Context: an optimization exercise on an open-source flow, tuned for small area. The choices shown serve that exercise and are no tape-out recipe.
Function was checked by simulation only, so behaviour that the tests miss may differ from the original.
No activity file was given, so power comes from the tool's default toggle rates.

$ cat flow/run.sh
#!/bin/bash
# Own layout flow: the standard flow (standard.sh) with
#  - a stronger ABC script for the combinational logic (the registers are
#    mapped before ABC runs, so they are the standard synthesis's),
#  - no half/full-adder extraction (ABC maps those XORs itself),
#  - the smallest buffer on every port.
# standard.sh's make writes each step's log under orfs/logs; its own
# output goes to standard.log here.
set -euo pipefail
W=$PWD
rm -rf "$W/scripts_own"
cp -r "$FLOW_HOME/scripts" "$W/scripts_own"
cp "$W/flow/abc_area.script" "$W/scripts_own/abc_area.script"
bash "$W/standard.sh" SCRIPTS_DIR="$W/scripts_own" ABC_AREA=1 ADDER_MAP_FILE= \
  BUFFER_PORTS_ARGS="-buffer_cell sky130_fd_sc_hd__buf_1" finish > "$W/standard.log" 2>&1
$ cat standard.sh
#!/bin/bash
# synth_recipe.tcl (not shown) runs the flow's synth.tcl, then flattens the netlist and writes it again
# the make line also repeats each setting of config.mk as NAME=value (left out here)
make -C /OpenROAD-flow-scripts/flow DESIGN_CONFIG=/design/flow/config.mk WORK_HOME=/design/flow/orfs CLKGATE_MAP_FILE= SYNTH_SCRIPT=/design/flow/synth_recipe.tcl "${@:-finish}"
$ cat flow/abc_area.script
strash
&get -n
&deepsyn -T 30
&put
&get -n
&dch
&nf -R 1000
&put
topo
$ cat design.v
module Doorbell
(input CLK
,input RST 
,input BTN_DRBL 
,input BTN_MODE
,input BTN_TRCK 
,output BEEP
,output[15:0]LED
,output[6:0]SEG
,output[7:0]CAT
,output LCD_E
,output LCD_RS
,output[7:0]LCD_DATA
);
wire pr_mode,pr_trck;
Debounce UUD1(CLK,RST,BTN_MODE,pr_mode);
Debounce UUD2(CLK,RST,BTN_TRCK,pr_trck);
reg[1:0]mode; 
reg[2:0]trck; 
always@(posedge CLK)
	if(RST)begin
		mode<=2'd0;
		trck<=3'd0;
	end
	else begin
		if(pr_mode)mode<={mode[1]^mode[0],~mode[0]};
		if(pr_trck)trck<=trck[2]?3'd0:{trck[1]&trck[0],trck[1]^trck[0],~trck[0]};
	end
reg[14:0]div;
reg[5:0]prgs;
wire beat=&{div[14],div[13],div[12],div[11],div[8],~div[7],~div[6],~div[5],~div[4],~div[3],~div[1],div[0]};
wire p32=&{prgs[5]};
always@(posedge CLK)
	if(RST)begin
		div<=15'd0;
		prgs<=6'd0;
	end
	else if(beat)begin
		div<=15'd0;
		prgs<={prgs[5]^(&prgs[4:0]),prgs[4]^(&prgs[3:0]),prgs[3]^(&prgs[2:0]),prgs[2]^(&prgs[1:0]),prgs[1]^(&prgs[0:0]),~prgs[0]};
	end
	else if(p32||BTN_DRBL)
		prgs<=6'd0;
	else
		div<={div[13:0],~(div[13]^div[14])};
reg[4:0]drbl; 
wire lock=~&drbl;
always@(posedge CLK)
	if(RST)
		drbl<=5'd31;
	else if(BTN_DRBL)begin
		if(!lock)drbl<=5'd0;
	end
	else if(&{drbl[4],~drbl[3],~drbl[2],~drbl[1],~drbl[0]})
		drbl<=5'd31;
	else if(beat)
		drbl<={drbl[3:0],~(drbl[2]^drbl[4])};
localparam M1=4'd0,M2=4'd1,M3=4'd2,M4=4'd3,M5=4'd4,M6=4'd5,M7=4'd6,
	H1=4'd7,H2=4'd8,H3=4'd9,H4=4'd10,H5=4'd11,MU=4'd12,PAT=4'd15;
reg[6:0]d;
reg[3:0]pi;
reg beep;
reg[3:0]pn;
always@(*)begin
	pn=pi;
	case(trck)
	3'd0:case(prgs)
		6'd0:pn=H3;
		6'd1:pn=H2;
		6'd2:pn=H3;
		6'd3:pn=H2;
		6'd4:pn=H3;
		6'd5:pn=M7;
		6'd6:pn=H2;
		6'd7:pn=H1;
		6'd8:pn=M6;
		6'd11:pn=M1;
		6'd12:pn=M3;
		6'd13:pn=M6;
		6'd14:pn=M7;
		6'd17:pn=M3;
		6'd18:pn=M5;
		6'd19:pn=M7;
		6'd20:pn=H1;
		6'd23:pn=MU;
		default:;
		endcase
	3'd1:case(prgs)
		6'd0:pn=M5;
		6'd1:pn=MU;
		6'd2:pn=M5;
		6'd4:pn=M6;
		6'd6:pn=M5;
		6'd8:pn=H1;
		6'd10:pn=M7;
		6'd12:pn=MU;
		6'd14:pn=M5;
		6'd15:pn=MU;
		6'd16:pn=M5;
		6'd18:pn=M6;
		6'd20:pn=M5;
		6'd22:pn=H2;
		6'd24:pn=H1;
		6'd26:pn=MU;
		default:;
		endcase
	3'd2:case(prgs)
		6'd0:pn=M1;
		6'd1:pn=MU;
		6'd2:pn=M1;
		6'd4:pn=M5;
		6'd5:pn=MU;
		6'd6:pn=M5;
		6'd8:pn=M6;
		6'd9:pn=MU;
		6'd10:pn=M6;
		6'd12:pn=M5;
		6'd14:pn=MU;
		6'd16:pn=M4;
		6'd17:pn=MU;
		6'd18:pn=M4;
		6'd20:pn=M3;
		6'd21:pn=MU;
		6'd22:pn=M3;
		6'd24:pn=M2;
		6'd25:pn=MU;
		6'd26:pn=M2;
		6'd28:pn=M1;
		6'd29:pn=MU;
		default:;
		endcase
	3'd3:case(prgs)
		6'd0:pn=M6;
		6'd1:pn=M7;
		6'd2:pn=H1;
		6'd5:pn=M7;
		6'd6:pn=H1;
		6'd8:pn=H3;
		6'd10:pn=M7;
		6'd12:pn=MU;
		6'd14:pn=M3;
		6'd16:pn=M6;
		6'd19:pn=M5;
		6'd20:pn=M6;
		6'd22:pn=H1;
		6'd24:pn=M5;
		6'd26:pn=MU;
		default:;
		endcase
	3'd4:case(prgs)
		6'd0:pn=H1;
		6'd2:pn=H2;
		6'd4:pn=H3;
		6'd6:pn=H1;
		6'd7:pn=MU;
		6'd8:pn=H1;
		6'd10:pn=H2;
		6'd12:pn=H3;
		6'd14:pn=H1;
		6'd15:pn=MU;
		6'd16:pn=H3;
		6'd18:pn=H4;
		6'd20:pn=H5;
		6'd22:pn=MU;
		6'd24:pn=H3;
		6'd26:pn=H4;
		6'd28:pn=H5;
		6'd30:pn=MU;
		default:;
		endcase
	default:;
	endcase
end
reg[6:0]pv;
always@(*)
	case(pn)
		M1:pv=7'd111; 
		M2:pv=7'd108; 
		M3:pv=7'd13; 
		M4:pv=7'd52; 
		M5:pv=7'd75; 
		M6:pv=7'd93; 
		M7:pv=7'd110; 
		H1:pv=7'd57; 
		H2:pv=7'd102; 
		H3:pv=7'd25; 
		H4:pv=7'd101; 
		H5:pv=7'd74; 
		default:pv=7'd64; 
	endcase
wire dz=~|d[5:0];
wire tog=dz&~d[6]&lock&!mode[0];
always@(posedge CLK)
	if(RST)begin
		d<=7'd111;
		pi<=M1;
		beep<=1'b0;
	end
	else if(tog)begin
		d<=pv;
		pi<=pn;
		beep<=~beep;
	end
	else
		d<={d[5:0],d[6]^d[5]^dz};
assign BEEP=beep;
reg[12:0]ldiv;
wire lwrap=&{ldiv[12],ldiv[11],~ldiv[10],ldiv[9],~ldiv[8],ldiv[7],~ldiv[6],~ldiv[5],~ldiv[4],ldiv[1],ldiv[0]}; 
always@(posedge CLK)
	if(RST||lwrap)
		ldiv<=13'd0;
	else
		ldiv<={ldiv[11:0],~(ldiv[2]^ldiv[12])};
reg[4:0]lp;
reg[3:0]q;
always@(posedge CLK)
	if(RST)begin
		lp<=5'd0;
		q<=MU;
	end
	else if(lwrap&&lock&&mode==2'd1)begin
		lp<=&{lp[4],lp[2]}?5'd0:{lp[4]^(&lp[3:0]),lp[3]^(&lp[2:0]),lp[2]^(&lp[1:0]),lp[1]^(&lp[0:0]),~lp[0]};
		if(!(lp==5'd19||lp==5'd20))q<=PAT;
	end
	else if(lock&&mode==2'd2)
		q<=pi;
	else if(!lock||mode==2'd0||mode==2'd3)
		q<=MU;
wire[15:0]led;
wire qp=(q==PAT);
assign led[0]=qp&(lp==5'd16|lp==5'd17|lp==5'd18)|(q==4'd0);
assign led[1]=qp&(lp==5'd15|lp==5'd16|lp==5'd17)|(q==4'd1);
assign led[2]=qp&(lp==5'd14|lp==5'd15|lp==5'd16)|(q==4'd2);
assign led[3]=qp&(lp==5'd13|lp==5'd14|lp==5'd15)|(q==4'd3);
assign led[4]=qp&(lp==5'd12|lp==5'd13|lp==5'd14)|(q==4'd4);
assign led[5]=qp&(lp==5'd11|lp==5'd12|lp==5'd13)|(q==4'd5);
assign led[6]=qp&(lp==5'd10|lp==5'd11|lp==5'd12)|(q==4'd6);
assign led[7]=qp&(lp==5'd9|lp==5'd10|lp==5'd11)|(q==4'd7);
assign led[8]=qp&(lp==5'd8|lp==5'd9|lp==5'd10)|(q==4'd8);
assign led[9]=qp&(lp==5'd7|lp==5'd8|lp==5'd9)|(q==4'd9);
assign led[10]=qp&(lp==5'd6|lp==5'd7|lp==5'd8)|(q==4'd10);
assign led[11]=qp&(lp==5'd5|lp==5'd6|lp==5'd7)|(q==4'd11);
assign led[12]=qp&(lp==5'd4|lp==5'd5|lp==5'd6);
assign led[13]=qp&(lp==5'd3|lp==5'd4|lp==5'd5);
assign led[14]=qp&(lp==5'd2|lp==5'd3|lp==5'd4);
assign led[15]=qp&(lp==5'd1|lp==5'd2|lp==5'd3);
assign LED=led;
reg[7:0]ssub;
reg ph;
reg[2:0]sd; 
wire sev=&{~ssub[7],~ssub[6],ssub[5],~ssub[4],ssub[3],ssub[2],ssub[1],ssub[0]};
always@(posedge CLK)
	if(RST)begin
		ssub<=8'd0;
		ph<=1'b1;
		sd<=3'd7;
	end
	else if(sev)begin
		ssub<=ph?8'd1:8'd0;
		ph<=~ph;
		sd<=ph?{1'b0,mode}:trck;
	end
	else
		ssub<={ssub[6:0],~(ssub[0]^ssub[1]^ssub[7])};
reg[6:0]seg;
always@(*)
	case(sd)
		3'd0:seg=7'h06;
		3'd1:seg=7'h5b;
		3'd2:seg=7'h4f;
		3'd3:seg=7'h66;
		3'd4:seg=7'h6d;
		default:seg=7'h00;
	endcase
assign SEG=seg;
assign CAT=(sd==3'd7)?8'h00:ph?8'b1111_1011:8'b1111_1110;
reg ly_h;
reg[5:0]ly;
wire lterm=&{~ly[5],~ly[4],ly[2],~ly[1],~ly[0]};
wire wf=ly_h&lterm;
always@(posedge CLK)
	if(RST)begin
		ly_h<=1'b0;
		ly<=6'd15;
	end
	else if(lterm)begin
		ly_h<=~ly_h;
		ly<=6'd0;
	end
	else
		ly<={ly[4:0],~(ly[4]^ly[5])};
reg[5:0]ls;
wire[5:0]ls_n=ls[5]?(&ls[3:0]?{5'b01000,~ls[4]}:{ls[5:4],{ls[3]^(&ls[2:0]),ls[2]^(&ls[1:0]),ls[1]^(&ls[0:0]),~ls[0]}}):
	ls[4]?{1'b1,ls[0],4'b0000}:{1'b0,{ls[4]^(&ls[3:0]),ls[3]^(&ls[2:0]),ls[2]^(&ls[1:0]),ls[1]^(&ls[0:0]),~ls[0]}};
always@(posedge CLK)
	if(RST)
		ls<=6'd0;
	else if(wf)
		ls<=ls_n;
reg prd; 
reg[2:0]tl; 
always@(posedge CLK)begin
	prd<=pr_trck;
	if(wf)
		tl<=!prd?trck:(trck==3'd0)?3'd4:{trck[2]&(trck[1]|trck[0]),~(trck[1]^trck[0]),~trck[0]};
end
reg[7:0]cmd;
always@(*)begin
	cmd=8'h00;
	if(ls[4])
		cmd=ls[0]?8'hc0:8'h80;
	else
		case(ls[3:0])
			4'd11:cmd=8'h38;
			4'd12:cmd=8'h08;
			4'd13:cmd=8'h01;
			4'd14:cmd=8'h06;
			4'd15:cmd=8'h0c;
			default:;
		endcase
end
reg[7:0]chr;
always@(*)begin
	chr=8'h00;
	if(!ls[4])
		case(ls[3:0])
			4'd0:chr=8'h20;
			4'd1:chr=8'h20;
			4'd2:chr=8'h20;
			4'd3:chr=8'h20;
			4'd4:chr=8'h20;
			4'd5:chr=8'h53;
			4'd6:chr=8'h6f;
			4'd7:chr=8'h6e;
			4'd8:chr=8'h67;
			4'd9:chr=8'h20;
			4'd10:chr={5'b00110,trck_digit(tl)};
			4'd11:chr=8'h20;
			4'd12:chr=8'h20;
			4'd13:chr=8'h20;
			4'd14:chr=8'h20;
			4'd15:chr=8'h20;
		endcase
	else
		case(ls[3:0])
			4'd0:
				case(tl)
					3'd0:chr=8'h20;
					3'd1:chr=8'h20;
					3'd2:chr=8'h20;
					3'd3:chr=8'h43;
					default:chr=8'h20;
				endcase
			4'd1:
				case(tl)
					3'd0:chr=8'h20;
					3'd1:chr=8'h48;
					3'd2:chr=8'h20;
					3'd3:chr=8'h61;
					default:chr=8'h20;
				endcase
			4'd2:
				case(tl)
					3'd0:chr=8'h20;
					3'd1:chr=8'h61;
					3'd2:chr=8'h4c;
					3'd3:chr=8'h73;
					default:chr=8'h42;
				endcase
			4'd3:
				case(tl)
					3'd0:chr=8'h20;
					3'd1:chr=8'h70;
					3'd2:chr=8'h69;
					3'd3:chr=8'h74;
					default:chr=8'h72;
				endcase
			4'd4:
				case(tl)
					3'd0:chr=8'h46;
					3'd1:chr=8'h70;
					3'd2:chr=8'h74;
					3'd3:chr=8'h6c;
					default:chr=8'h6f;
				endcase
			4'd5:
				case(tl)
					3'd0:chr=8'h75;
					3'd1:chr=8'h79;
					3'd2:chr=8'h74;
					3'd3:chr=8'h65;
					default:chr=8'h74;
				endcase
			4'd6:
				case(tl)
					3'd0:chr=8'h72;
					3'd1:chr=8'h20;
					3'd2:chr=8'h6c;
					3'd3:chr=8'h20;
					default:chr=8'h68;
				endcase
			4'd7:
				case(tl)
					3'd0:chr=8'h20;
					3'd1:chr=8'h42;
					3'd2:chr=8'h65;
					3'd3:chr=8'h49;
					default:chr=8'h65;
				endcase
			4'd8:
				case(tl)
					3'd0:chr=8'h45;
					3'd1:chr=8'h69;
					3'd2:chr=8'h20;
					3'd3:chr=8'h6e;
					default:chr=8'h72;
				endcase
			4'd9:
				case(tl)
					3'd0:chr=8'h6c;
					3'd1:chr=8'h72;
					3'd2:chr=8'h20;
					3'd3:chr=8'h54;
					default:chr=8'h20;
				endcase
			4'd10:
				case(tl)
					3'd0:chr=8'h69;
					3'd1:chr=8'h74;
					3'd2:chr=8'h53;
					3'd3:chr=8'h68;
					default:chr=8'h4a;
				endcase
			4'd11:
				case(tl)
					3'd0:chr=8'h73;
					3'd1:chr=8'h68;
					3'd2:chr=8'h74;
					3'd3:chr=8'h65;
					default:chr=8'h6f;
				endcase
			4'd12:
				case(tl)
					3'd0:chr=8'h65;
					3'd1:chr=8'h64;
					3'd2:chr=8'h61;
					3'd3:chr=8'h20;
					default:chr=8'h68;
				endcase
			4'd13:
				case(tl)
					3'd0:chr=8'h20;
					3'd1:chr=8'h61;
					3'd2:chr=8'h72;
					3'd3:chr=8'h53;
					default:chr=8'h6e;
				endcase
			4'd14:
				case(tl)
					3'd0:chr=8'h20;
					3'd1:chr=8'h79;
					3'd2:chr=8'h20;
					3'd3:chr=8'h6b;
					default:chr=8'h20;
				endcase
			4'd15:
				case(tl)
					3'd0:chr=8'h20;
					3'd1:chr=8'h20;
					3'd2:chr=8'h20;
					3'd3:chr=8'h79;
					default:chr=8'h20;
				endcase
		endcase
end
function[2:0]trck_digit; 
	input[2:0]t;
	case(t)
		3'd0:trck_digit=3'd1;
		3'd1:trck_digit=3'd2;
		3'd2:trck_digit=3'd3;
		3'd3:trck_digit=3'd4;
		default:trck_digit=3'd5;
	endcase
endfunction
assign LCD_E=~ly_h|~ls[5]&~ls[4]&~(ls[3]&(ls[2]|ls[1]));
assign LCD_RS=ls[5];
assign LCD_DATA=ls[5]?chr:cmd;
endmodule
module Debounce
(input CLK
,input RST
,input KEY
,output PRESS
);
reg[8:0]c;
reg kp;
wire flip=&{~c[8],c[7],c[6],~c[5],~c[4],c[3],~c[2],c[1],c[0]}; 
wire kpn=kp^flip;
always@(posedge CLK)
	if(RST)begin
		c<=9'd0;
		kp<=1'b0;
	end
	else begin
		kp<=kpn;
		c<=(KEY^kpn)?(flip?9'd1:{c[7:0],~(c[4]^c[8])}):9'd0;
	end
assign PRESS=flip&~kp;
endmodule
$ cat config.mk
export PLATFORM = sky130hd
export DESIGN_NAME = Doorbell
export DESIGN_NICKNAME = Doorbell
export VERILOG_FILES = /design/flow/design.v
export SDC_FILE = /design/flow/constraint.sdc
export NUM_CORES = 4
export LEC_CHECK = 0
export ABC_AREA = 1
export CAP_MARGIN = 20
export CORE_MARGIN = 2
export CORE_UTILIZATION = 60
export CTS_BUF_LIST = sky130_fd_sc_hd__clkbuf_2 sky130_fd_sc_hd__clkbuf_4
export SLEW_MARGIN = 20
$ cat constraint.sdc
create_clock -name core_clock -period 20.0 [get_ports {CLK}]
set_input_delay 4.0000 -clock core_clock [delete_from_list [all_inputs] [get_ports {CLK}]]
set_output_delay 4.0000 -clock core_clock [all_outputs]
set_load 0.01 [all_outputs]
==> run notes <==
## layer usage
layer / vias to the layer above / wire length (µm) / share of wire
li1: 2722 / - / -
met1: 2530 / 6300 / 0.44
met2: 222 / 6720 / 0.47
met3: 18 / 907 / 0.064
met4: 0 / 242 / 0.017
met5: - / 0 / 0
## report_power, final
| group | total, mW | internal [mW] | leakage (nW) | switching [mW] |
|---|---|---|---|---|
| Clock | 0.159 | 0.0645 | 0.136 | 0.0944 |
| Sequential | 0.240 | 0.234 | 0.922 | 0.00611 |
| Combinational | 0.0207 | 0.00884 | 1.07 | 0.0119 |
| Total | 0.419 | 0.307 | 2.13 | 0.112 |
## final cells by class
cell class,count,area share
clock inverters,14,0.0209
repair buffers,49,0.0313
clock buffers,18,0.0215
well taps,129,0.0257
flip-flops and latches,114,0.368
inverters,16,0.00956
multi-input cells,569,0.523
## final timing paths
| check | slack [ns] | from | cells past startpoint | to |
|---|---|---|---|---|
| worst max-delay path | 12.66 | ls[1] | 12 | LCD_DATA[0] |
| worst min-delay path | 0.44 | ly[0] | 1 | ly[1] |
| worst max register to register | 15.84 | prgs[0] | 14 | d[1] |
| worst min register to register | 0.44 | ly[0] | 1 | ly[1] |
## cell usage after synthesis, types with 5 or more instances
library cell,n,area (µm²)
dfxtp_1,111,2220
nor4_1,8,50.1
o22ai_1,12,75.1
nor3_1,30,150
and3_1,5,31.3
and2_0,34,213
a31oi_1,13,81.3
o21ai_0,45,225
or2_0,14,87.6
nor2b_1,19,119
a22o_1,16,140
nand2_1,69,259
a211oi_1,6,45.0
nand3_1,25,125
or3_1,9,56.3
buf_4,6,45.0
xor2_1,10,87.6
o21a_1,8,60.1
clkinv_1,16,60.1
nand2b_1,23,144
xnor2_1,13,114
a221o_1,6,60.1
a21oi_1,46,230
nor2_1,86,323
## logic make-up (layout without fill, tap and decap cells)
group | count (synthesis) | in the layout
XOR/XNOR | 23 | 23
multiplexers | 2 | 2
buffers and inverters | 22 | 97
flip-flops | 114 | 114
AO/OA/AOI/OAI | 201 | 201
AND/OR/NAND/NOR | 343 | 343
## layout by cell type (no fill, tap or decap), types with 5 or more instances in the layout
master	n
dfxtp_1	111
o21ai_0	45
nor2b_1	19
a21oi_1	46
or2_0	14
a31oi_1	13
or3_1	9
nand2b_1	23
a211oi_1	6
nor2_1	86
and3_1	5
nor4_1	7
a221o_1	6
clkinv_1	16
nor3_1	30
xnor2_1	13
buf_1	45
a22o_1	16
nand3_1	25
nand2_1	69
and2_0	34
o22ai_1	12
clkbuf_4	18
xor2_1	10
o21a_1	8
## worst max-delay path, delay by kind of cell, from the launching register on
kind	cells	cell delay, ns
flops	1	0.92
buf+inv	1	0.17
compound gates	8	1.31
simple gates	3	0.45
## sequential cells by signal (all words and copies together), names as in the netlist, 3 cells and up
name and flops:
div 15, ldiv 13, UUD1.c 9, UUD2.c 9, ssub 8, d 7, ls 6, ly 6
prgs 6, drbl 5, lp 5, pi 4, q 4, sd 3, tl 3, trck 3
## metrics by stage
step | utilization | setup slack [ns] | cells
2_1_floorplan | - | 13.74 | 705
3_3_place_gp | 0.651 | 13.20 | 877
5_1_grt | 0.680 | 12.25 | 909
6_report | 0.680 | 12.66 | 909
3_5_place_dp | 0.651 | 13.25 | 877
4_1_cts | 0.680 | 12.68 | 909
==> out/metrics.csv <==
stage,metric,value,unit
floorplanning,DIE AREA,10300,µm²
power_and_ir_drop,leakage,2.13,nW
drt,Via density,6.04,
timing,slew margin rel.,0.405,
critical_path,Crit path required time,16.00,ns
synthesis,Post-Syn Area per Cell,8.08,µm²
synthesis,async set-reset flop share out of synthesis,0,
global_route,first-pass GRT wire length,23.5,mm
power_and_ir_drop,VDD IR max,0.0000595,V
critical_path,Max Fanout on Critical Path,25,
drt,Total Wirelength,14.2,mm
timing,RSZ-0062 raised after global routing,false,
global_route,largest net degree at the start of global routing,52,
floorplanning,io pins,47,
placed_design,Port-buffer cells,46,
layout,final non-filler cell area,6280,µm²
clock_tree,CTS Hold Bufs,0,
synthesis,largest family of logic cells by synthesized area,simple AND/OR/NAND/NOR gates,
critical_path,Worst Setup Start Kind,flip-flop,
global_route,Top Usage Layer GRT,met2,
global_route,initial antenna violation count,0,
timing,"Hold Violations, Final",0,
synthesis,register area share after synthesis,0.406,
clock_tree,"Reg clk slew, reported paths",0.12,ns
critical_path,Critical Path Slowest Stage Cell,dfxtp_1,
layout,diode count,0,
worst_hold_path,worst min-delay path class,flip-flop to flip-flop,
critical_path,Max stage delay on crit path,0.92,ns
clock_tree,Num CTS Buffers,17,
synthesis,Post-Synth Simple-Gate Area,0.303,
layout,"Area growth, synth to finish",10.3,%
floorplanning,FP Rows,35,
critical_path,Worst Setup End Kind,output port,
clock_tree,Clock Sinks,114,
timing,Fmax achieved,136,MHz
global_route,total track usage,0.284,
floorplanning,Initial Util,0.616,
clock_tree,Post-CTS Setup Bufs,0,
placed_design,HPWL reported at the end of detailed placement,10.1,mm
synthesis,synthesized cell area,5690,µm²
power_and_ir_drop,PD cells,66.8,nW/µm²
global_route,global routing usage on met3,0.0587,
placed_design,Placed Area,6010,µm²
layout,# nets final,772,
timing,setup TNS,0,ns
synthesis,flop and latch count out of synthesis,114,
synthesis,yosys warns,2,
synthesis,post-synthesis mux area share,0.00374,
floorplanning,Die X-Extent,101,µm
floorplanning,die extent in y,101,µm
drt,Iteration-0 DRC Markers,408,
global_route,vias in the first global route,4970,
clock_tree,htree depth,4,
global_route,M2 GR Usage,0.463,
drt,WL per Instance,15.6,µm
clock_tree,clock latency on the worst-skew pair,0.50,ns
synthesis,Main synth FF type,dfxtp_1,
placed_design,GP Congestion,0.955,
timing,Setup Skew,0.0248,ns
timing,final worst-path cycle share,0.367,
clock_tree,post-CTS sizing,0,
clock_tree,clock root cell,clkbuf_4,
timing,setup violators final,0,
power_and_ir_drop,total power,0.419,mW
timing,hold slack,0.444,ns
clock_tree,CTS tree,built,
layout,layout cell share with drive strength beyond 1,0.0474,
layout,footprint of the multi-input gates,3280,µm²
synthesis,compound-cell area share of the yosys netlist,0.233,
clock_tree,CTS Buffer Depth,2,
synthesis,number of enable flip-flop cells after synthesis,3,
critical_path,Worst path most repeated cell,o21ai_0,
timing,Worst-Margin Slew,0.891,ns
drt,Pre-Repair DR Iteration Count,5,
synthesis,Post-Synth Adder-Cell Area,0,
critical_path,critical path type,flip-flop to output port,
timing,max-slew violations,0,
timing,minimum clock period,7.34,ns
status,status,no timing/DRC/antenna violations,
synthesis,Unique masters post-synth,57,
drt,Final ANT Viol Nets,0,
layout,filler instances,774,
synthesis,Post-Syn Nets,710,
floorplanning,CORE AREA,9240,µm²
synthesis,post-synthesis instance total,705,
layout,Seq. cell area,2310,µm²
critical_path,worst-path cell chain,or2_0 > nor2_1 > a221oi_1 > a31oi_1 > o21ai_0 > o21ai_0 > a32o_1 > a21oi_1 > o21ai_0 > nand2_1 > a31oi_1 > buf_1,
global_route,grt ovf,0,
drt,detailed-route via count,5492,
synthesis,XOR/XNOR Fraction of Synth Area,0.0354,
critical_path,Crit path arrival time,3.34,ns
global_route,met1 usage,0.380,
flow_run,max_cap viols,0,
drt,drt drc,0,

==> what the ideal ports hide <==
No port has a modelled driver above. Below, the same layout with a new extraction and two added sets of constraints.
Step 1: set_driving_cell puts a clkbuf_16 on CLK and a buf_2 on each other input, an assumption about the parent block.
Step 2 times the ports against the registers' clock, not the clock port: input delays grow and output delays shrink by t, the midpoint of the rising clock arrivals with the driver on.
a / b / c = no drivers / after step 1 / after step 2; a / b = the first two.
shift t [ns]: 0.520
setup WS [ns]: 12.662 / 12.629 / 13.149
worst setup path after step 2: register to output
worst slew at a driven data input, ns: 0.03
pins driven straight from the clock port: 1
After both steps this run still meets setup and hold. For this run, drivers alone change the setup slack by -0.033 ns; drivers and shift together by +0.487 ns.
